This design comes from an exercise in tuning for small area on the open sky130 flow, not from production work. In this exercise RTL edits were held to simulation tests only and were not proved equivalent to the original. No run shown here takes its clock network from TritonCTS; it comes from the design's own scripts or RTL. No driver is modelled on the clock port, so clock power and skew are understated where the tree is cut down; a real chip needs a root buffer or a tree. Power and IR drop assume default switching activity.

### flow/flow/abc_area.script
&get -n
&st
&syn2
&dch -f
&nf -a -R 1000
&st
&syn2
&dch -f
&nf -a -R 1000
&st
&dch -f
&nf -a -R 1000
&put
### flow/design.v
module IR_decoder( input wire FPGA_CLK, input wire FPGA_RST, input wire IR,output reg [3:0] DIG, output reg [7:0] SEG);
	wire clk = FPGA_CLK;
	wire rst_n = FPGA_RST;
	reg irda_reg0_n, irda_reg1, irda_reg2_n;
	always @(posedge clk) begin
		irda_reg0_n <= ~(IR & rst_n);
		irda_reg1 <= ~irda_reg0_n & rst_n;
		irda_reg2_n <= ~(irda_reg1 & rst_n);
	end
	wire irda_reg2 = ~irda_reg2_n;
	wire neg  = irda_reg2 & ~irda_reg1;
	wire pos  = ~irda_reg2 & irda_reg1;
	wire chng = irda_reg2 ^ irda_reg1;
	localparam [10:0] PRE_START = 11'b10100011000;
	localparam [10:0] PRE_INV = 11'b01010101010;
	reg [10:0] pre_q;
	wire [10:0] pre = pre_q ^ PRE_INV;
	wire tick = &{pre[9:8], pre[6:4], pre[2:0]};
	always @(posedge clk)
		if (!rst_n | chng | tick) pre_q <= PRE_START ^ PRE_INV;
		else pre_q <= {pre[9:0], ~(pre[10] ^ pre[8])} ^ PRE_INV;
	reg [8:0] tcnt;
	wire [8:0] tcnt_c = {tcnt_c[7:0] & tcnt[7:0], tick};
	always @(posedge clk)
		if (!rst_n | chng) tcnt <= 9'd320;
		else tcnt <= tcnt ^ tcnt_c;
	wire check_9ms = ((tcnt >= 9'd26) & (tcnt <= 9'd104));
	wire check_4ms = ((tcnt >= 9'd409) & (tcnt <= 9'd487));
	wire low  = ((tcnt >= 9'd327) & (tcnt <= 9'd345));
	wire high = ((tcnt >= 9'd359) & (tcnt <= 9'd377));
	localparam IDLE = 2'd1, LEADER_9 = 2'd2, LEADER_4 = 2'd3, DATA_STATE = 2'd0;
	reg [1:0] cs;
	reg [1:0] ns;
	reg [5:0] data_cnt;
	reg error_flag;
	wire cnt32 = (data_cnt == 6'd32);
	always @(*) begin
		if (cs == IDLE)          ns = irda_reg1 ? IDLE : LEADER_9;
		else if (cs == LEADER_9) ns = pos ? (check_9ms ? LEADER_4 : IDLE) : LEADER_9;
		else if (cs == LEADER_4) ns = neg ? (check_4ms ? DATA_STATE : IDLE) : LEADER_4;
		else                     ns = ((cnt32 & irda_reg2 & irda_reg1) | error_flag) ? IDLE : DATA_STATE;
	end
	always @(posedge clk)
		if (!rst_n) cs <= IDLE;
		else cs <= ns;
	wire in_data = (cs == DATA_STATE);
	wire [5:0] data_cnt_c = {data_cnt_c[4:0] & data_cnt[4:0], neg};
	always @(posedge clk) begin
		if (!rst_n | !in_data) begin
			data_cnt <= 6'd0;
			error_flag <= 1'b0;
		end else begin
			data_cnt <= data_cnt ^ data_cnt_c;
			if ((pos & !low) | (neg & !low & !high)) error_flag <= 1'b1;
		end
	end
	localparam [3:0] DEAD = 4'b0001;
	reg [3:0] cmd;
	wire cap = neg & (data_cnt[5:3] == 3'b010);
	wire [31:0] kill_b1 = 32'b01111011010101011010111110101111;
	always @(posedge clk)
		if (cap)
			case (data_cnt[2:0])
				3'd4:    cmd <= cmd[3] ? DEAD : {cmd[2:0], high};
				3'd5:    cmd <= high ? DEAD : cmd;
				3'd6:    cmd <= kill_b1[{cmd, high}] ? DEAD : cmd;
				3'd7:    cmd <= high ? DEAD : cmd;
				default: cmd <= {cmd[2:0], high};
			endcase
	reg [3:0] key;
	always @(posedge clk)
		if (rst_n & cnt32 & irda_reg1)
			key <= cmd;
	wire [15:0] seg0 = 16'h0055, seg1 = 16'h08a2, seg2 = 16'h000a, seg3 = 16'h1177,
	            seg4 = 16'hd5d5, seg5 = 16'hc149, seg6 = 16'h7171;
	always @(*) begin
		DIG = 4'b0000;
		SEG = {1'b1, seg6[key], seg5[key], seg4[key], seg3[key], seg2[key], seg1[key], seg0[key]};
	end
endmodule
### flow/flow/mycts.tcl
# Replace the clock tree by MYCTS_GROUPS buffers of type MYCTS_CELL that
# the clock port drives directly, each driving the clock pins of one group
# of registers (registers grouped by position).
set block [ord::get_db_block]
set db [ord::get_db]
set clknet [$block findNet FPGA_CLK]
set sinks {}
set dead_insts {}
set dead_nets {}
set todo [list $clknet]
while {[llength $todo]} {
  set net [lindex $todo 0]
  set todo [lrange $todo 1 end]
  foreach it [$net getITerms] {
    if {![$it isInputSignal]} continue
    set inst [$it getInst]
    if {[string match "sky130_fd_sc_hd__clkbuf*" [[$inst getMaster] getName]]} {
      lappend dead_insts $inst
      set out [[$inst findITerm X] getNet]
      if {$out ne "NULL"} { lappend todo $out; lappend dead_nets $out }
    } else {
      lappend sinks $it
    }
  }
}
foreach inst $dead_insts { odb::dbInst_destroy $inst }
foreach net $dead_nets { odb::dbNet_destroy $net }
foreach it $sinks { $it disconnect }
# order sinks by x (or y) and cut into groups of equal size
set pts {}
foreach it $sinks {
  set loc [[$it getInst] getLocation]
  lappend pts [list [lindex $loc 0] [lindex $loc 1] $it]
}
set g $::env(MYCTS_GROUPS)
set pts [lsort -integer -index 0 $pts]
set n [llength $pts]
set master [$db findMaster $::env(MYCTS_CELL)]
for {set i 0} {$i < $g} {incr i} {
  set lo [expr {($i * $n) / $g}]
  set hi [expr {(($i + 1) * $n) / $g - 1}]
  set grp [lrange $pts $lo $hi]
  set net [odb::dbNet_create $block "clknet_my_$i"]
  $net setSigType CLOCK
  set buf [odb::dbInst_create $block $master "clkbuf_my_$i"]
  [$buf findITerm A] connect $clknet
  [$buf findITerm X] connect $net
  set sx 0; set sy 0
  foreach p $grp {
    [lindex $p 2] connect $net
    incr sx [lindex $p 0]; incr sy [lindex $p 1]
  }
  $buf setLocation [expr {$sx / [llength $grp]}] [expr {$sy / [llength $grp]}]
  $buf setPlacementStatus PLACED
}
puts "mycts: [llength $dead_insts] clock buffers replaced by $g x $::env(MYCTS_CELL) for [llength $sinks] sinks"
### flow/standard.sh
#!/bin/bash
# synth_recipe.tcl (not shown) runs the flow's synth.tcl, then flattens the netlist and writes it again
# the make line also repeats each setting of config.mk as NAME=value (left out here)
make -C /OpenROAD-flow-scripts/flow DESIGN_CONFIG=/design/flow/config.mk WORK_HOME=/design/flow/orfs CLKGATE_MAP_FILE= SYNTH_SCRIPT=/design/flow/synth_recipe.tcl "${@:-finish}"
### flow/flow/post_floorplan.tcl
# After floorplan: one tie cell for all constants.
source [file join [file dirname [file normalize [info script]]] onetie.tcl]
### flow/flow/post_cts.tcl
# After CTS: replace the clock tree (flow/mycts.tcl), legalise, re-estimate.
source [file join [file dirname [file normalize [info script]]] mycts.tcl]
detailed_placement
check_placement
estimate_parasitics -placement
### flow/config.mk
export PLATFORM = sky130hd
export DESIGN_NAME = IR_decoder
export DESIGN_NICKNAME = IR_decoder
export VERILOG_FILES = /design/flow/design.v
export SDC_FILE = /design/flow/constraint.sdc
export NUM_CORES = 4
export LEC_CHECK = 0
export CAP_MARGIN = 20
export CORE_MARGIN = 2
export CORE_UTILIZATION = 35
export PLACE_DENSITY = 0.85
export SLEW_MARGIN = 20
### flow/constraint.sdc
create_clock -name core_clock -period 10.0 [get_ports {FPGA_CLK}]
set_input_delay 2.0000 -clock core_clock [delete_from_list [all_inputs] [get_ports {FPGA_CLK}]]
set_output_delay 2.0000 -clock core_clock [all_outputs]
set_load 0.01 [all_outputs]
### flow/flow/run.sh
#!/bin/bash
# Own layout flow: the standard ORFS flow with
#  - area-oriented ABC mapping in synthesis (flow/my_synth.tcl) and no
#    separate half/full-adder mapping, so ABC sees all the logic,
#  - one tie cell for all constant outputs (flow/onetie.tcl after floorplan),
#  - buf_1 port buffers,
#  - a clock tree of two clkbuf_8 that the clock port drives, each for
#    half of the registers (flow/mycts.tcl after CTS).
set -euo pipefail
HERE=$(pwd)
export BUFFER_PORTS_ARGS="-buffer_cell sky130_fd_sc_hd__buf_1"
export CTS_ARGS="-sink_clustering_enable -sink_clustering_size 60 -sink_clustering_max_diameter 300 -buf_list sky130_fd_sc_hd__clkbuf_4 -root_buf sky130_fd_sc_hd__clkbuf_4 -dont_use_dummy_load -repair_clock_nets"
export POST_FLOORPLAN_TCL=$HERE/flow/post_floorplan.tcl
export POST_CTS_TCL=$HERE/flow/post_cts.tcl
export MYCTS_GROUPS=2
export MYCTS_CELL=sky130_fd_sc_hd__clkbuf_8
bash standard.sh SYNTH_SCRIPT=$HERE/flow/my_synth.tcl ADDER_MAP_FILE= SKIP_REPAIR_TIE_FANOUT=1 finish > $HERE/standard_flow.log 2>&1
### flow/flow/my_synth.tcl
# The standard synthesis, with ABC mapping the logic for area
# (flow/abc_area.script) instead of ORFS's delay-oriented script.
set my_flow_dir [file dirname [file normalize [info script]]]
proc abc {args} {
  global my_flow_dir
  set i [lsearch -exact $args -script]
  if {$i >= 0} { lset args [expr {$i + 1}] [file join $my_flow_dir abc_area.script] }
  yosys abc {*}$args
}
source [file join $my_flow_dir .. synth_recipe.tcl]
### flow/flow/onetie.tcl
# Drive every constant from one tie cell: the tie-low outputs move to the
# LO pin of the tie-high cell and the separate tie-low cell is removed.
set block [ord::get_db_block]
set hi {}
set lo {}
foreach inst [$block getInsts] {
  if {[[$inst getMaster] getName] eq "sky130_fd_sc_hd__conb_1"} {
    set hn [[$inst findITerm HI] getNet]
    set ln [[$inst findITerm LO] getNet]
    if {$hn ne "NULL" && $ln eq "NULL"} { lappend hi $inst }
    if {$ln ne "NULL" && $hn eq "NULL"} { lappend lo $inst }
  }
}
if {[llength $hi] == 1 && [llength $lo] == 1} {
  set l [lindex $lo 0]
  set net [[$l findITerm LO] getNet]
  [$l findITerm LO] disconnect
  odb::dbInst_destroy $l
  [[lindex $hi 0] findITerm LO] connect $net
  puts "onetie: merged tie cells"
}
==> run_results.csv, run 1 <==
group,metric,value,unit
run_status,status,"complete, no violations",
pwr,p_int,0.191,mW
setup_path,cp-start-kind,"flip-flop",
pwr,power_frac_seq,72.5,%
routing,drtIter0Drc,41,
sta,finalSetupViolations,0,
routing,via_per_inst,5.19,
setup_path,crit_type,"reg -> out",
routing,wl_per_cell,10.9,um
setup_path,cp_max_fo,9,
cells_and_area,layout.cells.non_filler,229,
setup_path,max_stage_delay,490,ps
hold_path,hold_path.class,"reg -> reg",
die,die_area,5160,um2
grt,grtUsageTotal,10.5,%
clocking,clk_pin_slew_worst_paths,110,ps
placed_design,io_buffers,9,
die,die_h,71.8,um
sta,skew,5.82,ps
cells_and_area,area_growth,5.28,%
placed_design,place_inst,227,
die,start_util,36.7,%
sta,clock.fmax,304,MHz
cells_and_area,multi_input_area,684,um2
cells_and_area,nets,183,
pwr,switching_share,19.6,%
pwr,clkPwrFrac,23.5,%
grt,grt_pass1_wl,4.49,mm
placed_design,place.gp.congestion,0.826,
die,rows,24,
setup_path,path_cells,"nor3b_1 > o21ai_0 > o31ai_1 > buf_1",
yosys,syn_nets,175,
setup_path,cp_data_arrival_time,1290,ps
grt,grt_max_degree,21,
cells_and_area,n_antenna_cell,0,
sta,tightest_slew,606,ps
pwr,power_switching,0.0465,mW
yosys,synth.top_cells.by_count,"dfxtp_1, nand2_1, nor2_1",
setup_path,worst_ep_required_time,8000,ps
die,io_pins,15,
cells_and_area,n_fill_cell,453,
yosys,synth_top_area_share,39.8,%
cells_and_area,final_util,38.7,%
pwr,combPwrFrac,4.0,%
sta,rsz0062_at_grt,"no",
die,die_w,71.8,um
yosys,yosys.area.top_type,"dfxtp_1",
setup_path,end_kind,"output pin",
placed_design,detailed_place_hpwl,1.85,mm
placed_design,dpl_cell_area,1670,um2
cells_and_area,post-route-cell-area,1700,um2
die,coreArea,4380,um2
routing,routed_wl,2.51,mm
clocking,clock_sinks,40,
setup_path,cp_slowest_cell,"edfxtp_1",
yosys,yosys.cell_count.top_type,"dfxtp_1",
yosys,ys_ff_latch,40,
sta,fin_crit_sh,32.9,%
sta,hold_slack,375,ps
pwr,leakage,0.588,nW
cells_and_area,drive_above_1_share,1.13,%
pwr,vdd_drop_max,0.000106,V
grt,antenna_found_initial,0,
yosys,netlist_area,1610,um2
yosys,synth-edff-count,8,
grt,grt_pass1_vias,1095,
routing,vias,1189,
cells_and_area,seq_area,881,um2
pwr,power.density,140,nW/um2
yosys,yosysWarningCount,1,
yosys,synth_ff_type,"dfxtp_1",
sta,period_needed,3290,ps
yosys,synth_area_leaders,"dfxtp_1, edfxtp_1, nand2_1, nor2_1, a21oi_1",
sta,relSlewSlack,59.2,%
yosys,syn_inst,172,
routing,firstDrtPassIters,4,
clocking,clk-insertion-delay-late,170,ps
sta,drv_slew,0,
sta,hold_violations,0,
job,cap_violations,0,
sta,finalSetupTns,0,ps
yosys,async_flop_share,0,%
yosys,avgSynthCellArea,9.36,um2
routing,drc,0,
grt,overflow,0,
yosys,seq_area_frac_synth,54.7,%
yosys,ys_types,35,
routing,ant_nets,0,
[sequential cells by signal (all words and copies together) (netlist names)]
| name | flops |
|---|---|
| cmd | 4 |
| cs | 2 |
| data_cnt | 6 |
| error_flag | 1 |
| irda_reg0_n | 1 |
| irda_reg1 | 1 |
| irda_reg2_n | 1 |
| key | 4 |
| pre_q | 11 |
| tcnt | 9 |
[critical path: cells and delay by family, from the launching register on]
kind / cells / cell delay [ps]
simple gates: 1 / 280
compound gates: 2 / 190
buf+inv: 1 / 170
flops: 1 / 490
[logic make-up (layout without fill, tap and decap cells)]
group / after synthesis / in the layout / synth area share, %
buf+inv: 6 / 12 / 2.56
compound gates: 40 / 40 / 15.2
other cells: 2 / 1 / 0.466
flops: 40 / 40 / 54.7
xor+xnor: 5 / 5 / 2.72
simple gates: 79 / 79 / 24.4
[power groups by stage]
stage / registers, mW / clock network [mW] / logic [mW]
6_report: 0.172 / 0.0557 / 0.00953
5_1_grt: 0.173 / 0.0635 / 0.0109
3_5_place_dp: 0.175 / 0 / 0.00962
3_3_place_gp: 0.175 / 0 / 0.00943
2_1_floorplan: 0.175 / 0 / 0.00882
[stage by stage]
| step | setup WS, ps | total power, mW |
|---|---|---|
| global placement | 6960 | 0.185 |
| floorplan | 6900 | 0.183 |
| detailed placement | 6930 | 0.185 |
| finish | 6710 | 0.237 |
| global route | 6590 | 0.247 |
[metal layers]
| metal | wire, um | track usage (%) | up-vias |
|---|---|---|---|
| met5 | 0 | 0 | - |
| met4 | 12 | 1.47 | 0 |
| met3 | 93 | 2.11 | 2 |
| met2 | 1190 | 18.3 | 16 |
| met1 | 1210 | 13.8 | 553 |
| li1 | - | - | 618 |
[area by class of cell]
cell class	instances	area share [%]
tap	52	3.84
buffer	2	1.62
timing repair buffer	9	1.99
multi-input combinational	125	40.4
inverter	1	0.221
sequential	40	52.0
[worst paths after layout]
path | from | to | slack (ps) | depth (start not counted)
min reg2reg | pre_q[7] | pre_q[8] | 370 | 1
max reg2reg | pre_q[5] | tcnt[8] | 7630 | 8
max | key[0] | SEG[5] | 6710 | 4
min | pre_q[7] | pre_q[8] | 370 | 1
[placed cells by master, fill, tap and decap left out, types with 2 or more instances in the layout]
cell type  Yosys  routed
nor3b_1        4       4
a31oi_1        2       2
nor2_1        21      21
nor3_1         4       4
nor4_1         2       2
xnor2_1        2       2
clkbuf_8       0       2
and3_1         3       3
nand3b_1       2       2
nand3_1        3       3
o31ai_1        2       2
dfxtp_1       32      32
nand2_1       21      21
nand2b_1       4       4
edfxtp_1       8       8
a21oi_1       14      14
o21ai_0       12      12
and2_0         7       7
xor2_1         3       3
buf_1          0       9
nor2b_1        3       3
a311oi_1       3       3
==> run 2, diff against run 1 <==
--- a/flow/config.mk
+++ b/flow/config.mk
@@ -9,4 +9,3 @@
 export CORE_MARGIN = 2
 export CORE_UTILIZATION = 35
-export PLACE_DENSITY = 0.85
 export SLEW_MARGIN = 20
==> run 2 against run 1 <==
Still clean. Critical path depth unchanged. First-iteration DRC count rose to 2.5 times the previous value. Fmax down 2.0%. Combinational power about the same. Largest power group unchanged.
==> run_results.csv, run 2 <==
group,metric,value,unit
pwr,total_power,0.239,mW
setup_path,end_kind,"output pin",
sta,period_needed,3360,ps
yosys,syn_inst,172,
routing,via_per_inst,5.13,
job,cap_violations,0,
cells_and_area,multi_input_area,684,um2
yosys,ys_types,35,
setup_path,cp_max_fo,9,
yosys,syn_nets,175,
cells_and_area,final_common_cell,"dfxtp_1",
cells_and_area,area_growth,5.28,%
die,io_pins,15,
placed_design,io_buffers,9,
yosys,synth_area_leaders,"dfxtp_1, edfxtp_1, nand2_1, nor2_1, a21oi_1",
yosys,avgSynthCellArea,9.36,um2
die,die_w,71.8,um
setup_path,rr_worst_depth,8,
grt,overflow,0,
cells_and_area,largest_reg_flops,11,
yosys,ys_ff_latch,40,
die,rows,24,
setup_path,timing.rr.end,"tcnt[8]",
setup_path,worst_ep_required_time,8000,ps
sta,skew,4.64,ps
yosys,synth_ff_type,"dfxtp_1",
hold_path,whs_path_depth,1,
sta,drv_slew,0,
sta,hold_violations,0,
routing,ant_nets,0,
die,die_h,71.8,um
routing,drtIter0Drc,103,
hold_path,min_to,"pre_q[8]",
cells_and_area,seq_area,881,um2
sta,relSlewSlack,62.1,%
cells_and_area,drive_above_1_share,1.13,%
grt,grt_pass1_wl,4.55,mm
sta,rsz0062_at_grt,"no",
yosys,yosys.cell_count.top_type,"dfxtp_1",
pwr,power.density,141,nW/um2
die,die_area,5160,um2
grt,grt_pass1_vias,1062,
setup_path,cp-start-kind,"flip-flop",
setup_path,r2r_start,"pre_q[5]",
yosys,synth_top_area_share,39.8,%
die,start_util,36.7,%
routing,drc,0,
sta,finalSetupTns,0,ps
yosys,synth-edff-count,8,
cells_and_area,final_cell_mix,"dfxtp_1, nor2_1, nand2_1",
setup_path,rrSetupSlack,7730,ps
routing,routed_wl,2.60,mm
clocking,clk_pin_slew_worst_paths,120,ps
grt,antenna_found_initial,0,
routing,vias,1175,
setup_path,crit_type,"reg -> out",
hold_path,hold_path.class,"reg -> reg",
cells_and_area,largestRegisters,"pre_q (11), tcnt (9), data_cnt (6)",
yosys,synth.top_cells.by_count,"dfxtp_1, nand2_1, nor2_1",
sta,clock.fmax,298,MHz
yosys,yosys.area.top_type,"dfxtp_1",
cells_and_area,n_fill_cell,446,
cells_and_area,n_antenna_cell,0,
routing,firstDrtPassIters,4,
clocking,clk-insertion-delay-late,170,ps
cells_and_area,regMostFlops,"pre_q",
grt,grt_max_degree,21,
yosys,seq_area_frac_synth,54.7,%
sta,finalSetupViolations,0,
grt,grtUsageTotal,10.8,%
hold_path,min_from,"pre_q[7]",
run_status,status,"complete, no violations",
placed_design,place.gp.congestion,0.739,
yosys,yosysWarningCount,1,
setup_path,crit_path_start,"key[0]",
clocking,clock_sinks,40,
pwr,leakage,0.588,nW
die,coreArea,4380,um2
sta,tightest_slew,564,ps
sta,fin_crit_sh,33.6,%
pwr,vdd_drop_max,0.0000871,V
placed_design,detailed_place_hpwl,1.93,mm
routing,wl_per_cell,11.4,um
yosys,async_flop_share,0,%
cells_and_area,nets,183,
setup_path,cp_data_arrival_time,1360,ps
yosys,netlist_area,1610,um2
==> run 2: cell counts in the layout (fill, tap and decap cells not counted) <==
Identical to the previous run, type by type.
==> run 2: layout make-up <==
| cell class | count | share of cell area, % |
|---|---|---|
| sequential | 40 | 52.0 |
| multi-input combinational | 125 | 40.4 |
| tap | 52 | 3.84 |
| timing repair buffer | 9 | 1.99 |
| buffer | 2 | 1.62 |
| inverter | 1 | 0.221 |
==> run 2: how the worst max path moves through the flow <==
stage               endpoint  slack, ps  depth (start not counted)
floorplan             SEG[5]       6900                          3
global placement    pre_q[6]       6930                          4
detailed placement    SEG[5]       6860                          4
global route          SEG[5]       6480                          4
finish                SEG[5]       6640                          4
==> run 2: metal layers <==
| metal | vias to the layer above | part of all wire [%] | global-route usage (%) |
|---|---|---|---|
| met3 | 2 | 5.6 | 2.53 |
| met1 | 530 | 52 | 15.1 |
| met2 | 25 | 42 | 17.1 |
| met4 | 0 | 0.46 | 2.10 |
| met5 | - | 0 | 0 |
| li1 | 618 | - | - |
==> run 2: cells by family after synthesis <==
logic type	share of synthesized area, %
xor gates and xnor gates	2.72
AOI/OAI and AO/OA	15.2
DFF	54.7
other	0.466
buffers and inverters	2.56
and+or+nand+nor	24.4
==> run 2: where the power goes <==
| part | total [mW] | internal [mW] | switching, mW |
|---|---|---|---|
| clock network | 0.0578 | 0.0188 | 0.0390 |
| registers | 0.172 | 0.169 | 0.00331 |
| logic | 0.00950 | 0.00333 | 0.00617 |
| total | 0.239 | 0.191 | 0.0485 |
==> run 2: critical path: stages, from the launching register on <==
cell and delay, ps:
edfxtp_1 490, nor3b_1 280, o21ai_0 140, o31ai_1 90, buf_1 180
==> run 2: through the flow <==
stage / area, um2 / util [%] / hold slack, ps / instances / setup slack, ps
floorplan: 1610 / - / 343 / 172 / 6900
global placement: 1670 / 38.0 / 347 / 227 / 6930
detailed placement: 1670 / 38.0 / 350 / 227 / 6860
global route: 1700 / 38.7 / 397 / 229 / 6480
finish: 1700 / 38.7 / 375 / 229 / 6640
==> run 3, diff against run 2 <==
--- a/flow/design.v
+++ b/flow/design.v
@@ -32,7 +32,9 @@
 	reg [1:0] cs;
 	reg [1:0] ns;
-	reg [5:0] data_cnt;
+	reg [2:0] byte_cnt;
+	reg [2:0] bit_cnt;
 	reg error_flag;
-	wire cnt32 = (data_cnt == 6'd32);
+	wire cnt32 = (byte_cnt == 3'b110) & (bit_cnt == 3'd0);
+	wire byte2 = byte_cnt[1] & ~byte_cnt[2];
 	always @(*) begin
 		if (cs == IDLE)          ns = irda_reg1 ? IDLE : LEADER_9;
@@ -45,11 +47,13 @@
 		else cs <= ns;
 	wire in_data = (cs == DATA_STATE);
-	wire [5:0] data_cnt_c = {data_cnt_c[4:0] & data_cnt[4:0], neg};
+	wire [2:0] bit_cnt_c = {bit_cnt_c[1:0] & bit_cnt[1:0], neg};
 	always @(posedge clk) begin
-		if (!rst_n | !in_data) begin
-			data_cnt <= 6'd0;
+		if (!in_data) begin
+			byte_cnt <= 3'b000;
+			bit_cnt <= 3'd0;
 			error_flag <= 1'b0;
 		end else begin
-			data_cnt <= data_cnt ^ data_cnt_c;
+			bit_cnt <= bit_cnt ^ bit_cnt_c;
+			if (neg & (bit_cnt == 3'd7)) byte_cnt <= {byte_cnt[1:0], ~byte_cnt[2]};
 			if ((pos & !low) | (neg & !low & !high)) error_flag <= 1'b1;
 		end
@@ -57,9 +61,9 @@
 	localparam [3:0] DEAD = 4'b0001;
 	reg [3:0] cmd;
-	wire cap = neg & (data_cnt[5:3] == 3'b010);
+	wire cap = neg & byte2;
 	wire [31:0] kill_b1 = 32'b01111011010101011010111110101111;
 	always @(posedge clk)
 		if (cap)
-			case (data_cnt[2:0])
+			case (bit_cnt)
 				3'd4:    cmd <= cmd[3] ? DEAD : {cmd[2:0], high};
 				3'd5:    cmd <= high ? DEAD : cmd;
==> flow/flow/abc_area.script (replaced) <==
&get -n
&st
&deepsyn -I 10 -J 20
&dch -f
&nf -a -R 1000
&put
--- a/flow/config.mk
+++ b/flow/config.mk
@@ -9,3 +9,4 @@
 export CORE_MARGIN = 2
 export CORE_UTILIZATION = 35
+export PLACE_DENSITY = 0.85
 export SLEW_MARGIN = 20
==> run 3 against run 2 <==
Combinational power is 9% higher. Hold slack better by 1.0 ps. Sequential power hardly changed. Largest cell class unchanged.
==> run_results.csv, run 3 <==
group,metric,value,unit
clocking,clk-insertion-delay-late,170,ps
yosys,synth_top_family_by_area,"simple AND/OR/NAND/NOR gates",
grt,grt_pass1_vias,1089,
yosys,synth_area_leaders,"dfxtp_1, edfxtp_1, nand2_1, a21oi_1, nor2_1",
placed_design,place_worst_setup_slack,6750,ps
yosys,synth_ff_type,"dfxtp_1",
yosys,synthAdderAreaFrac,0,%
yosys,seq_area_frac_synth,55.7,%
cells_and_area,largest_reg_flops,11,
yosys,ys_types,33,
pwr,vdd_drop_max,0.0000659,V
die,die_w,71.2,um
sta,rsz0062_at_grt,"no",
sta,skew,1.97,ps
cells_and_area,final_cell_mix,"dfxtp_1, nand2_1, nor2_1",
yosys,netlist_area,1580,um2
cells_and_area,largestRegisters,"pre_q (11), tcnt (9)",
setup_path,worst_ep_required_time,8000,ps
grt,overflow,0,
routing,routed_wl,2.71,mm
setup_path,cp_data_arrival_time,1440,ps
yosys,synth-simple-area-share,23.2,%
clocking,clock_sinks,40,
yosys,syn_nets,170,
sta,tightest_slew,854,ps
routing,drc,0,
yosys,yosysWarningCount,1,
yosys,ys_ff_latch,40,
placed_design,place.gp.congestion,0.803,
yosys,synth_compound_area_share,16.5,%
die,rows,24,
yosys,async_flop_share,0,%
die,io_pins,15,
clocking,clk_pin_slew_worst_paths,110,ps
sta,drv_slew,0,
yosys,synth_mux_area_share,0,%
cells_and_area,drive_above_1_share,1.16,%
yosys,yosys.cell_count.top_type,"dfxtp_1",
placed_design,io_buffers,9,
job,cap_violations,0,
die,start_util,36.3,%
hold_path,hold_path.class,"reg -> reg",
setup_path,end_kind,"output pin",
routing,firstDrtPassIters,4,
die,coreArea,4350,um2
die,die_h,71.2,um
yosys,synth-edff-count,8,
cells_and_area,area_growth,5.38,%
grt,grt_max_degree,21,
cells_and_area,final_common_cell,"dfxtp_1",
sta,hold_slack,376,ps
pwr,leakage,0.600,nW
grt,antenna_found_initial,0,
sta,clock.fmax,291,MHz
routing,ant_nets,0,
yosys,yosys.area.top_type,"dfxtp_1",
routing,via_per_inst,5.36,
setup_path,crit_type,"reg -> out",
setup_path,cp_max_fo,3,
yosys,avgSynthCellArea,9.47,um2
cells_and_area,final_util,38.3,%
cells_and_area,regMostFlops,"pre_q",
cells_and_area,nets,178,
setup_path,cp-start-kind,"flip-flop",
run_status,status,"complete, no violations",
routing,drtIter0Drc,76,
cells_and_area,layout.cells.non_filler,224,
cells_and_area,n_antenna_cell,0,
sta,finalSetupViolations,0,
routing,vias,1201,
sta,finalSetupTns,0,ps
placed_design,detailed_place_hpwl,2.01,mm
grt,grt_pass1_wl,4.61,mm
sta,hold_violations,0,
pwr,power.density,144,nW/um2
sta,fin_crit_sh,34.4,%
yosys,synth.top_cells.by_count,"dfxtp_1, nand2_1, nor2_1",
sta,relSlewSlack,42.3,%
sta,period_needed,3440,ps
grt,grtUsageTotal,11.0,%
routing,wl_per_cell,12.1,um
die,die_area,5070,um2
yosys,synth_top_area_share,40.5,%
yosys,syn_inst,167,
placed_design,place_inst,222,
yosys,synth_xor_area_share,1.11,%
sta,fin_ws,6560,ps
==> run 3: cell count changes in the layout (fill, tap and decap cells not counted), sizes merged, moves of 3 or more <==
cell	before	now
nor3	4	7
and2	7	4
a211oi	0	3
and3	3	6
nand2	21	18
nand4	1	4
nor2	21	17
nor3b	4	0
a22o	0	3
==> run 3: kinds of logic after synthesis <==
kind of cell | count (synthesis)
compound gates | 41
flops | 40
simple gates | 74
buf+inv | 8
xor+xnor | 2
other cells | 2
==> run 3: final timing paths <==
kind	startpoint	to	slack (ps)	depth (start not counted)
hold reg to reg	pre_q[7]	pre_q[8]	380	1
hold / removal	pre_q[7]	pre_q[8]	380	1
setup / recovery	key[3]	SEG[5]	6560	5
setup reg to reg	pre_q[5]	tcnt[8]	7510	7
==> run 3: critical path: stages (launching register included) <==
cell	delay, ps
edfxtp_1	410
nand2b_1	190
and2_0	160
o21a_1	170
or2_0	210
buf_1	130
==> run 3: routing by layer <==
metal,part of all wire (%),vias to the layer above,track usage [%]
met4,1.0,0,3.35
li1,-,618,-
met5,0,-,0
met1,47,570,12.8
met2,49,11,20.1
met3,2.9,2,2.67
==> run 3: stage by stage <==
stage / power, mW / instance area [um2]
after floorplan: 0.184 / 1580
after global placement: 0.186 / 1640
after global routing: 0.249 / 1670
after detailed placement: 0.186 / 1640
final: 0.240 / 1670
==> run 3: where the power goes <==
group	leakage, nW	switching (mW)	internal, mW	total [mW]
combinational	0.258	0.00681	0.00357	0.0104
clock	0.0144	0.0386	0.0188	0.0574
sequential	0.328	0.00371	0.169	0.172
==> run 3: layout make-up <==
type / instances / area (um2)
timing repair buffer: 9 / 33.8
multi-input combinational: 118 / 648
tap: 52 / 65.1
fill: 426 / 2690
buffer: 2 / 27.5
sequential: 40 / 881
inverter: 3 / 11.3
==> run 4, diff against run 3 <==
--- a/flow/design.v
+++ b/flow/design.v
@@ -21,12 +21,13 @@
 		else pre_q <= {pre[9:0], ~(pre[10] ^ pre[8])} ^ PRE_INV;
 	reg [8:0] tcnt;
+	wire leader_ok;
 	wire [8:0] tcnt_c = {tcnt_c[7:0] & tcnt[7:0], tick};
 	always @(posedge clk)
-		if (!rst_n | chng) tcnt <= 9'd320;
+		if (!rst_n | chng) tcnt <= 9'd326 | {1'b0, rst_n & leader_ok, 6'b000000, rst_n & leader_ok};
 		else tcnt <= tcnt ^ tcnt_c;
-	wire check_9ms = ((tcnt >= 9'd26) & (tcnt <= 9'd104));
-	wire check_4ms = ((tcnt >= 9'd409) & (tcnt <= 9'd487));
-	wire low  = ((tcnt >= 9'd327) & (tcnt <= 9'd345));
-	wire high = ((tcnt >= 9'd359) & (tcnt <= 9'd377));
+	wire check_9ms = ((tcnt >= 9'd32) & (tcnt <= 9'd110));
+	wire check_4ms = check_9ms;
+	wire low  = ((tcnt >= 9'd333) & (tcnt <= 9'd351));
+	wire high = ((tcnt >= 9'd365) & (tcnt <= 9'd383));
 	localparam IDLE = 2'd1, LEADER_9 = 2'd2, LEADER_4 = 2'd3, DATA_STATE = 2'd0;
 	reg [1:0] cs;
@@ -43,4 +44,5 @@
 		else                     ns = ((cnt32 & irda_reg2 & irda_reg1) | error_flag) ? IDLE : DATA_STATE;
 	end
+	assign leader_ok = (cs == LEADER_9) & pos & check_9ms;
 	always @(posedge clk)
 		if (!rst_n) cs <= IDLE;
==> run 4 against run 3 <==
Critical path depth unchanged. Final area decreased by 0.68%. Register-to-register slack improved by 220 ps. Fmax decreased by 2.1%. Synthesized cell count increased by 1.2%. Clock skew increased by 4.7 ps. Synthesized area decreased by 0.71%. Hold slack improved by 0.58 ps. Final cell count increased by 0.89%. First-iteration DRC count decreased by 50%. Via count decreased by 4.7%.
==> run_results.csv, run 4 <==
group,metric,value,unit
cells_and_area,final_common_cell,"dfxtp_1",
yosys,synth_xor_area_share,1.67,%
setup_path,path_cells,"nand2b_1 > and2_0 > o21ai_0 > a21boi_0 > buf_1",
yosys,synth_compound_area_share,15.5,%
yosys,yosys.cell_count.top_type,"dfxtp_1",
setup_path,crit_family,"compound AO/OA/AOI/OAI gates",
cells_and_area,final_cell_mix,"dfxtp_1, nand2_1, nor2_1",
die,die_h,71.0,um
yosys,yosysWarningCount,1,
yosys,netlist_area,1570,um2
grt,overflow,0,
yosys,synth_mux_area_share,0,%
routing,route.met3.wl,94,um
sta,hold_slack,376,ps
die,die_w,71.0,um
yosys,yosys.area.top_type,"dfxtp_1",
routing,firstDrtPassIters,4,
yosys,synth_area_leaders,"dfxtp_1, edfxtp_1, nand2_1, a21oi_1, o21ai_0",
routing,drtIter0Drc,38,
pwr,power.density,148,nW/um2
die,rows,24,
setup_path,max_stage_delay,410,ps
setup_path,end_kind,"output pin",
sta,relSlewSlack,44.4,%
clocking,clk-insertion-delay-late,170,ps
grt,grt_pass1_wl,4.41,mm
setup_path,crit_buf_inv,1,
pwr,vdd_drop_max,0.000148,V
yosys,synth-simple-area-share,23.2,%
sta,tightest_slew,826,ps
pwr,leakage,0.594,nW
setup_path,crit_type,"reg -> out",
placed_design,place.gp.congestion,0.748,
sta,hold_violations,0,
yosys,synthAdderAreaFrac,0,%
grt,grt_pass1_vias,1075,
cells_and_area,largestRegisters,"pre_q (11), tcnt (9)",
routing,met1_length,1.20,mm
routing,highest_layer,"met4",
routing,routed_wl,2.44,mm
setup_path,cp_data_arrival_time,1510,ps
yosys,async_flop_share,0,%
cells_and_area,nets,180,
cells_and_area,area_growth,5.42,%
clocking,clock_sinks,40,
setup_path,worst_ep_required_time,8000,ps
cells_and_area,regMostFlops,"pre_q",
placed_design,io_buffers,9,
cells_and_area,drive_above_1_share,1.15,%
sta,finalSetupViolations,0,
cells_and_area,largest_reg_flops,11,
yosys,synth_top_family_by_area,"simple AND/OR/NAND/NOR gates",
job,cap_violations,0,
grt,grt_max_degree,21,
placed_design,detailed_place_hpwl,1.78,mm
yosys,synth_ff_type,"dfxtp_1",
sta,rsz0062_at_grt,"no",
sta,period_needed,3510,ps
yosys,avgSynthCellArea,9.29,um2
die,die_area,5040,um2
yosys,synth.top_cells.by_count,"dfxtp_1, nand2_1, nor2_1",
die,io_pins,15,
cells_and_area,n_fill_cell,446,
sta,fin_crit_sh,35.1,%
yosys,ys_types,30,
sta,clock.fmax,285,MHz
grt,antenna_found_initial,0,
clocking,clk_pin_slew_worst_paths,110,ps
sta,drv_slew,0,
routing,wl_met2,1.14,mm
sta,finalSetupTns,0,ps
die,coreArea,4320,um2
yosys,synth-edff-count,8,
routing,via_per_inst,5.07,
routing,vias,1145,
run_status,status,"complete, no violations",
yosys,synth_top_area_share,40.8,%
yosys,ys_ff_latch,40,
hold_path,hold_path.class,"reg -> reg",
cells_and_area,n_antenna_cell,0,
die,start_util,36.3,%
routing,wl_per_cell,10.8,um
yosys,syn_inst,169,
sta,skew,6.71,ps
setup_path,cp-start-kind,"flip-flop",
setup_path,cp_max_fo,3,
yosys,syn_nets,172,
routing,drc,0,
yosys,seq_area_frac_synth,56.1,%
routing,ant_nets,0,
grt,grtUsageTotal,10.4,%
setup_path,cp_slowest_cell,"edfxtp_1",
## run 4: cell count changes after synthesis, moves of 2 or more
| cell | change |
|---|---|
| o221ai_1 | -2 |
| a211oi_1 | -3 |
| o31ai_1 | +2 |
| o21ai_0 | +3 |
| nor3_1 | -3 |
| nand2_1 | +8 |
| nand4_1 | -2 |
| a311oi_1 | +2 |
| o2111ai_1 | -2 |
## run 4: power by group
| group | total (mW) | switching [mW] | internal, mW |
|---|---|---|---|
| Sequential | 0.174 | 0.00407 | 0.169 |
| Clock | 0.0561 | 0.0374 | 0.0187 |
| Combinational | 0.0148 | 0.00943 | 0.00535 |
## run 4: cells by family (layout without fill, tap and decap cells)
| kind of cell | Yosys count | in the layout |
|---|---|---|
| AOI/OAI and AO/OA | 40 | 40 |
| xor gates and xnor gates | 3 | 3 |
| buffers and inverters | 8 | 14 |
| other | 2 | 1 |
| DFF | 40 | 40 |
| and+or+nand+nor | 76 | 76 |
## run 4: through the flow
stage / instance area [um2] / utilization (%) / std cells / setup WS [ps] / total power, mW
5_1_grt: 1660 / 38.3 / 226 / 6320 / 0.255
6_report: 1660 / 38.3 / 226 / 6490 / 0.244
3_5_place_dp: 1630 / 37.6 / 224 / 6630 / 0.192
2_1_floorplan: 1570 / - / 169 / 6820 / 0.190
3_3_place_gp: 1630 / 37.6 / 224 / 6660 / 0.191
## run 4: final timing paths
check | from | endpoint | slack [ps] | cells past startpoint
min reg2reg | pre_q[7] | pre_q[8] | 380 | 1
min | pre_q[7] | pre_q[8] | 380 | 1
max reg2reg | pre_q[5] | tcnt[8] | 7730 | 7
max | key[3] | SEG[1] | 6490 | 5
## run 4: layout make-up
type / count / area [um2] / area share (%)
plain buffers: 2 / 27.5 / 1.66
inverters: 3 / 11.3 / 0.680
multi-input cells: 120 / 637 / 38.5
flip-flops and latches: 40 / 881 / 53.2
well taps: 52 / 65.1 / 3.93
repair buffers: 9 / 33.8 / 2.04
## run 4: per-layer routing
layer	vias up	track usage [%]
met1	519	13.1
li1	604	-
met4	0	2.31
met5	-	0
met3	2	2.71
met2	20	18.0
==> run 5, diff against run 4 <==
--- a/flow/design.v
+++ b/flow/design.v
@@ -20,10 +20,17 @@
 		if (!rst_n | chng | tick) pre_q <= PRE_START ^ PRE_INV;
 		else pre_q <= {pre[9:0], ~(pre[10] ^ pre[8])} ^ PRE_INV;
-	reg [8:0] tcnt;
 	wire leader_ok;
-	wire [8:0] tcnt_c = {tcnt_c[7:0] & tcnt[7:0], tick};
+	reg [6:0] thi;
+	reg [1:0] tj;
+	wire [8:0] tcnt = {thi, tj[1], tj[1] ^ tj[0]};
+	wire [6:0] thi_c = {thi_c[5:0] & thi[5:0], tick & tj[1] & ~tj[0]};
 	always @(posedge clk)
-		if (!rst_n | chng) tcnt <= 9'd326 | {1'b0, rst_n & leader_ok, 6'b000000, rst_n & leader_ok};
-		else tcnt <= tcnt ^ tcnt_c;
+		if (!rst_n | chng) begin
+			thi <= 7'd81 | {1'b0, rst_n & leader_ok, 5'b00000};
+			tj <= {1'b1, ~(rst_n & leader_ok)};
+		end else begin
+			thi <= thi ^ thi_c;
+			if (tick) tj <= {tj[0], ~tj[1]};
+		end
 	wire check_9ms = ((tcnt >= 9'd32) & (tcnt <= 9'd110));
 	wire check_4ms = check_9ms;
==> run 5 against run 4 <==
Critical path depth unchanged. Final area fell by 0.60%. Sequential cell count did not move. Die area decreased by 0.60%. Synthesized area decreased by 0.64%. Clock power is 2% higher. Routed wire length increased by 2.2%. Critical endpoint unchanged.
==> run_results.csv, run 5 <==
group,metric,value,unit
job,cap_violations,0,
yosys,avgSynthCellArea,9.34,um2
pwr,total_power,0.248,mW
setup_path,rr_worst_depth,8,
grt,grt_pass1_vias,1050,
setup_path,timing.rr.end,"thi[6]",
die,start_util,36.1,%
pwr,power_frac_seq,70.5,%
yosys,seq_area_frac_synth,57.1,%
yosys,yosys.cell_count.top_type,"dfxtp_1",
die,io_pins,15,
routing,firstDrtPassIters,4,
pwr,leakage,0.579,nW
setup_path,crit_type,"reg -> out",
sta,fin_crit_sh,34.6,%
setup_path,r2r_start,"pre_q[5]",
yosys,yosys.area.top_type,"dfxtp_1",
sta,rsz0062_at_grt,"no",
routing,drtIter0Drc,33,
setup_path,worst_ep_required_time,8000,ps
grt,busiest_layer,"met2",
grt,grt_util_met3,1.71,%
grt,grtUsageMet2,18.8,%
cells_and_area,drive_above_1_share,1.16,%
pwr,vdd_drop_max,0.000113,V
pwr,power.density,151,nW/um2
sta,hold_violations,0,
cells_and_area,post-route-cell-area,1650,um2
hold_path,hold_path.class,"reg -> reg",
die,coreArea,4320,um2
sta,skew,3.58,ps
yosys,netlist_area,1560,um2
routing,wl_per_cell,11.1,um
sta,hold_slack,386,ps
die,rows,24,
pwr,switching_share,21.3,%
routing,vias,1136,
grt,grt_util_met1,13.4,%
grt,grt_max_degree,21,
setup_path,endpoint,"SEG[1]",
placed_design,detailed_place_hpwl,1.80,mm
grt,grt_pass1_wl,4.48,mm
sta,clock.fmax,289,MHz
yosys,ys_ff_latch,40,
clocking,clk_pin_slew_worst_paths,110,ps
cells_and_area,n_fill_cell,453,
setup_path,cp_max_fo,3,
cells_and_area,largestRegisters,"pre_q (11), thi (7)",
setup_path,crit_path_start,"key[3]",
cells_and_area,regMostFlops,"pre_q",
cells_and_area,final_cell_mix,"dfxtp_1, nand2_1, nor2_1",
run_status,status,"complete, no violations",
die,die_area,5010,um2
sta,drv_slew,0,
sta,finalSetupTns,0,ps
yosys,syn_nets,170,
clocking,clk-insertion-delay-late,170,ps
sta,finalSetupViolations,0,
placed_design,dpl_cell_area,1620,um2
pwr,p_int,0.195,mW
yosys,syn_inst,167,
yosys,yosysWarningCount,1,
die,die_h,70.8,um
clocking,clock_sinks,40,
setup_path,rrSetupSlack,7880,ps
cells_and_area,nets,178,
setup_path,cp-start-kind,"flip-flop",
routing,drc,0,
yosys,ys_types,33,
sta,period_needed,3460,ps
setup_path,cp_data_arrival_time,1460,ps
cells_and_area,area_growth,5.45,%
yosys,async_flop_share,0,%
yosys,synth.top_cells.by_count,"dfxtp_1, nand2_1, nor2_1",
yosys,synth-edff-count,9,
placed_design,place.gp.congestion,0.796,
cells_and_area,final_util,38.0,%
placed_design,io_buffers,9,
setup_path,end_kind,"output pin",
grt,grtUsageTotal,10.7,%
yosys,synth_area_leaders,"dfxtp_1, edfxtp_1, nand2_1, nor2_1, o21ai_0",
yosys,synth_top_area_share,39.8,%
grt,overflow,0,
yosys,synth_ff_type,"dfxtp_1",
cells_and_area,largest_reg_flops,11,
die,die_w,70.8,um
pwr,clkPwrFrac,23.1,%
routing,via_per_inst,5.07,
routing,routed_wl,2.50,mm
cells_and_area,n_antenna_cell,0,
grt,antenna_found_initial,0,
pwr,power_switching,0.0527,mW
pwr,combPwrFrac,6.4,%
cells_and_area,final_common_cell,"dfxtp_1",
routing,ant_nets,0,
==> run 5: cell count changes in the layout (fill, tap and decap cells not counted), moves of 2 or more <==
| cell | previous run | this run |
|---|---|---|
| and3_1 | 5 | 3 |
| nand2b_1 | 5 | 2 |
| nor3_1 | 4 | 2 |
| and2_0 | 5 | 7 |
| nor2b_1 | 2 | 4 |
| nor2_1 | 17 | 21 |
| a311oi_1 | 3 | 1 |
==> run 5: cells by family (layout without fill, tap and decap cells) <==
group	count (synthesis)	after routing	share of synthesized area, %
AO/OA/AOI/OAI	37	37	13.9
XOR/XNOR	2	2	1.12
buffers and inverters	7	13	2.89
flip-flops	40	40	57.1
other	2	1	0.481
AND/OR/NAND/NOR	79	79	24.5
==> run 5: worst min path at each step <==
stage | startpoint | endpoint | slack (ps) | cells past startpoint
after floorplan | pre_q[3] | pre_q[4] | 340 | 1
after global placement | pre_q[7] | pre_q[8] | 350 | 1
after detailed placement | pre_q[3] | pre_q[4] | 360 | 1
after global routing | irda_reg0_n | irda_reg1 | 400 | 1
final | pre_q[7] | pre_q[8] | 390 | 1
==> run 5: area by class of cell <==
type / count / area, um2 / share of cell area, %
Inverter: 2 / 7.51 / 0.456
Tap cell: 52 / 65.1 / 3.95
Buffer: 2 / 27.5 / 1.67
Sequential cell: 40 / 891 / 54.1
Timing Repair Buffer: 9 / 33.8 / 2.05
Multi-Input combinational cell: 119 / 621 / 37.7
==> run 5: metrics by stage <==
step | std cells | worst slack (ps)
floorplan | 167 | 6820
global placement | 222 | 6580
detailed placement | 222 | 6550
global route | 224 | 6400
finish | 224 | 6540
==> run 5: routing by layer <==
metal  routed length, um  vias to the layer above
met5                   0                        -
met3                 115                        5
li1                    -                      588
met1                1220                      513
met4                  34                        0
met2                1130                       30
==> run 5: power groups by stage <==
stage	registers, mW	logic (mW)	clock network [mW]
global placement	0.178	0.0154	0
detailed placement	0.178	0.0157	0
global route	0.176	0.0179	0.0635
floorplan	0.177	0.0141	0
finish	0.175	0.0159	0.0572
==> run 5: worst max-delay path, cell delays in order (launching register included) <==
cell      delay [ps]
edfxtp_1         410
nand2b_1         180
and2_0           150
o21ai_0          180
a21boi_0         200
buf_1            170
==> run 6, diff against run 5 <==
--- a/flow/design.v
+++ b/flow/design.v
@@ -37,5 +37,5 @@
 	wire low  = ((tcnt >= 9'd333) & (tcnt <= 9'd351));
 	wire high = ((tcnt >= 9'd365) & (tcnt <= 9'd383));
-	localparam IDLE = 2'd1, LEADER_9 = 2'd2, LEADER_4 = 2'd3, DATA_STATE = 2'd0;
+	localparam IDLE = 2'd1, LEADER_9 = 2'd0, LEADER_4 = 2'd2, DATA_STATE = 2'd3;
 	reg [1:0] cs;
 	reg [1:0] ns;
==> run 6 against run 5 <==
Still clean on timing, DRC and antenna. Via count rose by 0.70%. Clock skew rose by 2.7 ps. Routed wire length barely moved. Hold slack got worse by 3.4 ps. Register-to-register slack got worse by 560 ps.
==> run_results.csv, run 6 <==
group,metric,value,unit
yosys,avgSynthCellArea,9.49,um2
die,coreArea,4290,um2
yosys,synth-simple-area-share,22.4,%
pwr,leakage,0.579,nW
cells_and_area,nets,174,
die,die_h,70.5,um
setup_path,cp_max_fo,3,
yosys,synth-edff-count,9,
yosys,async_flop_share,0,%
routing,vias,1144,
placed_design,place.gp.congestion,0.841,
clocking,clk-insertion-delay-late,170,ps
sta,hold_violations,0,
setup_path,end_kind,"output pin",
sta,drv_slew,0,
grt,grtUsageMet2,18.0,%
sta,skew,6.25,ps
grt,grt_max_degree,21,
cells_and_area,post-route-cell-area,1630,um2
yosys,synth.top_cells.by_count,"dfxtp_1, nand2_1, nor2_1",
yosys,synth_compound_area_share,15.0,%
grt,grt_pass1_vias,1027,
hold_path,hold_path.class,"reg -> reg",
yosys,yosys.cell_count.top_type,"dfxtp_1",
routing,ant_nets,0,
yosys,seq_area_frac_synth,57.6,%
die,die_w,70.5,um
routing,wl_per_cell,11.4,um
clocking,clk_pin_slew_worst_paths,110,ps
yosys,synth_ff_type,"dfxtp_1",
placed_design,dpl_cell_area,1600,um2
sta,finalSetupViolations,0,
sta,fin_ws,6510,ps
cells_and_area,largestRegisters,"pre_q (11), thi (7)",
grt,antenna_found_initial,0,
clocking,clock_sinks,40,
sta,period_needed,3490,ps
routing,via_per_inst,5.20,
setup_path,rr_worst_depth,8,
routing,drtIter0Drc,112,
sta,tightest_slew,902,ps
yosys,synth_area_leaders,"dfxtp_1, edfxtp_1, nand2_1, nor2_1, o21ai_0",
yosys,yosysWarningCount,1,
routing,firstDrtPassIters,4,
grt,grtUsageTotal,10.8,%
die,start_util,36.0,%
hold_path,whs_path_depth,1,
grt,grt_util_met3,2.60,%
placed_design,detailed_place_hpwl,1.82,mm
routing,drc,0,
yosys,synthAdderAreaFrac,0,%
setup_path,crit_type,"reg -> out",
cells_and_area,final_common_cell,"dfxtp_1",
yosys,synth_top_area_share,40.1,%
cells_and_area,area_growth,5.50,%
cells_and_area,largest_reg_flops,11,
sta,relSlewSlack,39.0,%
yosys,synth_xor_area_share,1.13,%
yosys,netlist_area,1550,um2
pwr,vdd_drop_max,0.000105,V
sta,rsz0062_at_grt,"no",
cells_and_area,n_antenna_cell,0,
grt,overflow,0,
routing,routed_wl,2.50,mm
yosys,synth_top_family_by_area,"simple AND/OR/NAND/NOR gates",
yosys,synth_mux_area_share,0,%
placed_design,place_worst_setup_slack,6710,ps
setup_path,worst_ep_required_time,8000,ps
die,die_area,4970,um2
die,rows,24,
pwr,power.density,146,nW/um2
setup_path,cp_data_arrival_time,1490,ps
yosys,syn_inst,163,
yosys,yosys.area.top_type,"dfxtp_1",
yosys,syn_nets,166,
sta,clock.fmax,287,MHz
grt,grt_pass1_wl,4.42,mm
run_status,status,"complete, no violations",
job,cap_violations,0,
sta,fin_crit_sh,34.9,%
cells_and_area,final_cell_mix,"dfxtp_1, nor2_1, nand2_1",
sta,finalSetupTns,0,ps
cells_and_area,regMostFlops,"pre_q",
placed_design,io_buffers,9,
die,io_pins,15,
grt,busiest_layer,"met2",
setup_path,cp-start-kind,"flip-flop",
yosys,ys_types,35,
cells_and_area,drive_above_1_share,1.19,%
yosys,ys_ff_latch,40,
grt,grt_util_met1,13.8,%
[run 6: changes by cell type after synthesis, moves of 2 or more]
| cell | change |
|---|---|
| nand2_1 | -3 |
| and2_0 | -2 |
| nor2b_1 | -2 |
| o21ai_0 | -2 |
| or2_0 | -2 |
| a21oi_1 | -3 |
| nand2b_1 | +3 |
| clkinv_1 | +2 |
[run 6: final cells by class]
class | instances | area (um2)
multi-input cells | 113 | 599
fillers | 436 | 2660
well taps | 52 | 65.1
flip-flops and latches | 40 | 891
repair buffers | 9 | 33.8
plain buffers | 2 | 27.5
inverters | 4 | 15.0
[run 6: per-stage QoR]
stage	total power [mW]	hold WS, ps	instances	util [%]
2_1_floorplan	0.185	343	163	-
3_3_place_gp	0.186	356	218	37.4
3_5_place_dp	0.186	356	218	37.4
5_1_grt	0.248	395	220	38.0
6_report	0.238	383	220	38.0
[run 6: final timing paths]
path	startpoint	endpoint	slack, ps
worst min-delay path	pre_q[3]	pre_q[4]	380
worst min register to register	pre_q[3]	pre_q[4]	380
worst max-delay path	key[3]	SEG[1]	6510
worst max register to register	tj[1]	cmd[3]	7320
[run 6: power breakdown]
| part | switching, mW | internal (mW) |
|---|---|---|
| Combinational | 0.00621 | 0.00347 |
| Sequential | 0.00328 | 0.169 |
| Clock | 0.0371 | 0.0187 |
| Total | 0.0466 | 0.192 |
[run 6: worst max-delay path, cell delays in order, from the launching register on]
cell      delay [ps]
edfxtp_1         400
nand2b_1         180
and2_0           160
o21ai_0          200
a21boi_0         210
buf_1            170
[run 6: logic make-up after synthesis]
kind of cell / Yosys count
compound gates: 37
other cells: 2
buf+inv: 9
flops: 40
xor+xnor: 2
simple gates: 73
[run 6: metal layers]
layer | share of wire (%) | up-vias
met5 | 0 | -
li1 | - | 583
met3 | 5.2 | 3
met4 | 1.2 | 0
met2 | 46 | 27
met1 | 47 | 531

==> separate check: timing with driven ports <==
In the flow no input, the clock included, has a driving cell. The finished layouts below were timed again as built, in two steps.
Step 1 assumes that a clkbuf_16 drives the clock port and a buf_2 every other input.
Step 2 adds t to the input delays and takes it off the output delays; t is the mean of the earliest and latest rising clock arrival at the registers after step 1. Input paths then give back, and output paths get back, about the clock's delay inside the block.
Slacks: ideal / step 1 / step 2; pairs: ideal / step 1.
run | shift t [ns] | slack for setup (ns) | worst hold slack (ns) | latest minus earliest clock arrival (ns) | pins driven straight from the clock port
run 1 | 0.195 | 6.708 / 6.675 / 6.870 | 0.375 / 0.375 / 0.375 | 0.006 / 0.006 | 2
run 2 | 0.198 | 6.640 / 6.609 / 6.807 | 0.375 / 0.375 / 0.375 | 0.005 / 0.004 | 2
run 3 | 0.203 | 6.559 / 6.522 / 6.725 | 0.376 / 0.376 / 0.376 | 0.002 / 0.002 | 2
run 4 | 0.195 | 6.486 / 6.454 / 6.649 | 0.376 / 0.376 / 0.376 | 0.007 / 0.006 | 2
run 5 | 0.199 | 6.543 / 6.510 / 6.509 | 0.386 / 0.386 / 0.386 | 0.003 / 0.003 | 2
run 6 | 0.199 | 6.511 / 6.475 / 6.674 | 0.383 / 0.383 / 0.383 | 0.006 / 0.006 | 2
After both steps setup and hold are still met in every run listed. The setup slack of run 5, which loses most, moves by -0.033 ns with the drivers and by -0.034 ns with both steps.
